Context: an optimization exercise on an open-source flow, tuned for small area, a short achievable clock period and few clock cycles. The choices shown serve that exercise and are no tape-out recipe.
Where RTL was checked, it was by simulation tests only, not by an equivalence proof against the original.
No activity file was given, so power comes from the tool's default toggle rates.

==> flow/design.v <==
module apb_ram (
  input presetn,
  input pclk,
  input psel,
  input penable,
  input pwrite,
  input [31:0] paddr, pwdata,
  output reg [31:0] prdata,
  output pready,
  output reg pslverr
);
  wire [31:0] mem [0:31];
  wire [4:0]  a   = paddr[4:0];
  wire        bad = |paddr[31:5];
  wire [31:0] wd  = pwdata & {32{presetn}};
  reg         wr_q;
  assign pready = penable;
  wire [31:0] oh;
  wire [31:0] rd;
  always @(posedge pclk) begin
    prdata  <= rd;
    pslverr <= bad;
    wr_q    <= psel & ~penable & pwrite & ~bad;
  end
  genvar i, j;
  generate
    for (i = 0; i < 32; i = i + 1) begin : g_word
      reg [31:0] q;
      assign oh[i] = (a == i);
      always @(posedge pclk)
        if (!presetn || (wr_q && oh[i]))
          q <= wd;
      assign mem[i] = q;
    end
    for (j = 0; j < 32; j = j + 1) begin : g_rd
      wire [31:0] col;
      for (i = 0; i < 32; i = i + 1) begin : g_col
        assign col[i] = mem[i][j];
      end
      apb_ram_aor32 u_aor (.s(oh), .d(col), .y(rd[j]));
    end
  endgenerate
endmodule
module apb_ram_aor32 (
  input  [31:0] s,
  input  [31:0] d,
  output        y
);
  assign y = |(s & d);
endmodule
clock: 2.6 ns
lec_check: 0
cap_margin: 20
core_margin: 2
core_utilization: 60
cts_cluster_diameter: 100
cts_cluster_size: 24
setup_slack_margin: 0.8
slew_margin: 20
synth_hierarchical: 1
synth_minimum_keep_size: 0
standard.sh (not shown) runs the stock make flow with config.mk's settings and CLKGATE_MAP_FILE= SYNTH_SCRIPT=/design/flow/synth_recipe.tcl, a recipe that flattens the netlist after the stock synthesis.
==> flow/flow/run.sh <==
#!/bin/bash
# Standard ORFS layout (standard synthesis unchanged); only the port buffers
# differ: buf_2 instead of the default pick (a slow delay buffer).
set -euo pipefail
bash standard.sh "BUFFER_PORTS_ARGS=-buffer_cell sky130_fd_sc_hd__buf_2" finish > orfs_make.log 2>&1
Change:
==> flow/design.v (replaced) <==
module apb_ram (
  input presetn,
  input pclk,
  input psel,
  input penable,
  input pwrite,
  input [31:0] paddr, pwdata,
  output reg [31:0] prdata,
  output pready,
  output reg pslverr
);
  wire [31:0] mem [0:31];
  wire [4:0]  a   = paddr[4:0];
  wire        bad = |paddr[31:5];
  wire [31:0] wd  = pwdata & {32{presetn}};
  reg         wr_q;
  assign pready = penable;
  wire [31:0] oh;
  wire [7:0]  oh8;
  wire [3:0]  oh4;
  wire [31:0] rd;
  always @(posedge pclk) begin
    prdata  <= rd;
    pslverr <= bad;
    wr_q    <= psel & ~penable & pwrite & ~bad;
  end
  genvar i, j;
  generate
    for (i = 0; i < 32; i = i + 1) begin : g_word
      reg [31:0] q;
      assign oh[i] = (a == i);
      always @(posedge pclk)
        if (!presetn || (wr_q && oh[i]))
          q <= wd;
      assign mem[i] = q;
    end
    for (i = 0; i < 8; i = i + 1) begin : g_oh8
      assign oh8[i] = (a[4:2] == i);
    end
    for (i = 0; i < 4; i = i + 1) begin : g_oh4
      assign oh4[i] = (a[1:0] == i);
    end
    for (j = 0; j < 32; j = j + 1) begin : g_rd
      wire [7:0] m;
      for (i = 0; i < 8; i = i + 1) begin : g_l1
        apb_ram_aor4 u_mux (.s(oh4),
                            .d({mem[4*i+3][j], mem[4*i+2][j], mem[4*i+1][j], mem[4*i][j]}),
                            .y(m[i]));
      end
      apb_ram_aor8 u_aor (.s(oh8), .d(m), .y(rd[j]));
    end
  endgenerate
endmodule
module apb_ram_aor4 (
  input  [3:0] s,
  input  [3:0] d,
  output       y
);
  assign y = |(s & d);
endmodule
module apb_ram_aor8 (
  input  [7:0] s,
  input  [7:0] d,
  output       y
);
  assign y = |(s & d);
endmodule
- The new run ran to the end with no violations
- routed wire length fell by about 10%
- design area fell by about 2.5%
- flip-flop and latch count does not change
- cell count rose by about 4%
- worst setup slack is better by 95 ps
- critical path depth fell by 7
Testbench counts after the change, summed over its fixed seeds: cycles 32,000.
Only the layout flow was run in the first run of this note; the RTL was not checked for function there.


## run 4
RTL: one of the versions met above, not the one the previous note started from.
For scale: ~2100 cells after synthesis, about 1100 flip-flops, about 0.038 mm2 of cells after synthesis.
==> module apb_ram, before the edit <==
module apb_ram (
  input presetn,
  input pclk,
  input psel,
  input penable,
  input pwrite,
  input [31:0] paddr, pwdata,
  output reg [31:0] prdata,
  output pready,
  output reg pslverr
);
  wire [31:0] mem [0:31];
  wire [4:0]  a   = paddr[4:0];
  wire        bad = |paddr[31:5];
  wire [31:0] wd  = pwdata & {32{presetn}};
  reg         wr_q;
  assign pready = penable;
  wire [31:0] oh;
  wire [7:0]  oh8;
  wire [3:0]  oh4;
  wire [31:0] rd;
  always @(posedge pclk) begin
    prdata  <= rd;
    pslverr <= bad;
    wr_q    <= psel & ~penable & pwrite & ~bad;
  end
  genvar i, j;
  generate
    for (i = 0; i < 32; i = i + 1) begin : g_word
      reg [31:0] q;
      assign oh[i] = (a == i);
      always @(posedge pclk)
        if (!presetn || (wr_q && oh[i]))
          q <= wd;
      assign mem[i] = q;
    end
    for (i = 0; i < 8; i = i + 1) begin : g_oh8
      assign oh8[i] = (a[4:2] == i);
    end
    for (i = 0; i < 4; i = i + 1) begin : g_oh4
      assign oh4[i] = (a[1:0] == i);
    end
    for (j = 0; j < 32; j = j + 1) begin : g_rd
      wire [7:0] m;
      for (i = 0; i < 8; i = i + 1) begin : g_l1
        apb_ram_aor4 u_mux (.s(oh4),
                            .d({mem[4*i+3][j], mem[4*i+2][j], mem[4*i+1][j], mem[4*i][j]}),
                            .y(m[i]));
      end
      apb_ram_aor8 u_aor (.s(oh8), .d(m), .y(rd[j]));
    end
  endgenerate
endmodule
Settings: LEC_CHECK=0, CAP_MARGIN=20, CORE_MARGIN=2, CORE_UTILIZATION=60, CTS_BUF_LIST=sky130_fd_sc_hd__clkbuf_8, CTS_CLUSTER_DIAMETER=100, CTS_CLUSTER_SIZE=12, SETUP_SLACK_MARGIN=0.8, SLEW_MARGIN=20, SYNTH_HIERARCHICAL=1, SYNTH_MINIMUM_KEEP_SIZE=0; clock period 2.6 ns.
Scripts as last shown in full above: flow/flow/run.sh
Testbench counts of run 4, summed over its fixed seeds: cycles 32,000.
For run 3, these inputs were changed with respect to run 4:
diff --git a/flow/design.v b/flow/design.v
--- a/flow/design.v
+++ b/flow/design.v
@@ -35,19 +35,20 @@
       assign mem[i] = q;
     end
     for (i = 0; i < 8; i = i + 1) begin : g_oh8
-      assign oh8[i] = (a[4:2] == i);
+      assign oh8[i] = (a[2:0] == i);
     end
     for (i = 0; i < 4; i = i + 1) begin : g_oh4
-      assign oh4[i] = (a[1:0] == i);
+      assign oh4[i] = (a[4:3] == i);
     end
     for (j = 0; j < 32; j = j + 1) begin : g_rd
-      wire [7:0] m;
-      for (i = 0; i < 8; i = i + 1) begin : g_l1
-        apb_ram_aor4 u_mux (.s(oh4),
-                            .d({mem[4*i+3][j], mem[4*i+2][j], mem[4*i+1][j], mem[4*i][j]}),
+      wire [3:0] m;
+      for (i = 0; i < 4; i = i + 1) begin : g_l1
+        apb_ram_aor8 u_aor (.s(oh8),
+                            .d({mem[8*i+7][j], mem[8*i+6][j], mem[8*i+5][j], mem[8*i+4][j],
+                                mem[8*i+3][j], mem[8*i+2][j], mem[8*i+1][j], mem[8*i][j]}),
                             .y(m[i]));
       end
-      apb_ram_aor8 u_aor (.s(oh8), .d(m), .y(rd[j]));
+      apb_ram_aor4 u_aor (.s(oh4), .d(m), .y(rd[j]));
     end
   endgenerate
 endmodule
Results
| largest net degree at the start of global routing | lower: run 3 |. Looking only at combinational power, and setting everything else aside, the lower value of run 4 and run 3 goes to run 3. Of run 4 and run 3, the higher buffers inserted during post-CTS setup optimization belongs to run 3. Run 3: antenna diode count higher than run 4. Count of clock-buffer cells in the layout essentially unchanged between run 4 and run 3. The lower die area came out of run 3. Run 3 has via count of the routed design below what run 4 had. Run 3 vs run 4: routed wire length up by a few percent.
Testbench counts of run 3, summed over its fixed seeds: cycles 32,000.

-- re-timing with driven ports --
No port has a modelled driver above. Below, the same layouts with a new extraction and two added sets of constraints.
Step 1 sets driving cells, clkbuf_16 on the clock port and buf_2 on the other inputs (assumed; they add their load-dependent delay and slew).
Step 2 moves the port delays by t, midway between the first and last clock arrival at a register: inputs arrive t later, outputs are due t later. That takes back most of the time a late clock gives input paths.
a / b / c = ideal / step 1 / step 2; a / b = the first two.
| run | t (ns) | setup WS [ns] | worst setup path after step 2 | clock arrival spread, ns | worst slew at a driven data input, ns |
|---|---|---|---|---|---|
| the first run of note 1 | 0.694 | 0.649 / 0.668 / -0.026 | input to register | 0.042 / 0.042 | 0.05 |
| the second run of note 1 | 0.683 | 0.745 / 0.745 / 0.142 | input to register | 0.024 / 0.024 | 0.04 |
| run 4 | 0.762 | 0.791 / 0.785 / 0.184 | input to register | 0.024 / 0.025 | 0.05 |
| run 3 | 0.787 | 0.847 / 0.784 / 0.132 | input to register | 0.048 / 0.048 | 0.05 |
Met with ideal ports but missed after step 2: setup timing in the first run of note 1. The setup slack of run 3, which loses most, moves by -0.063 ns with the drivers and by -0.715 ns with both steps.
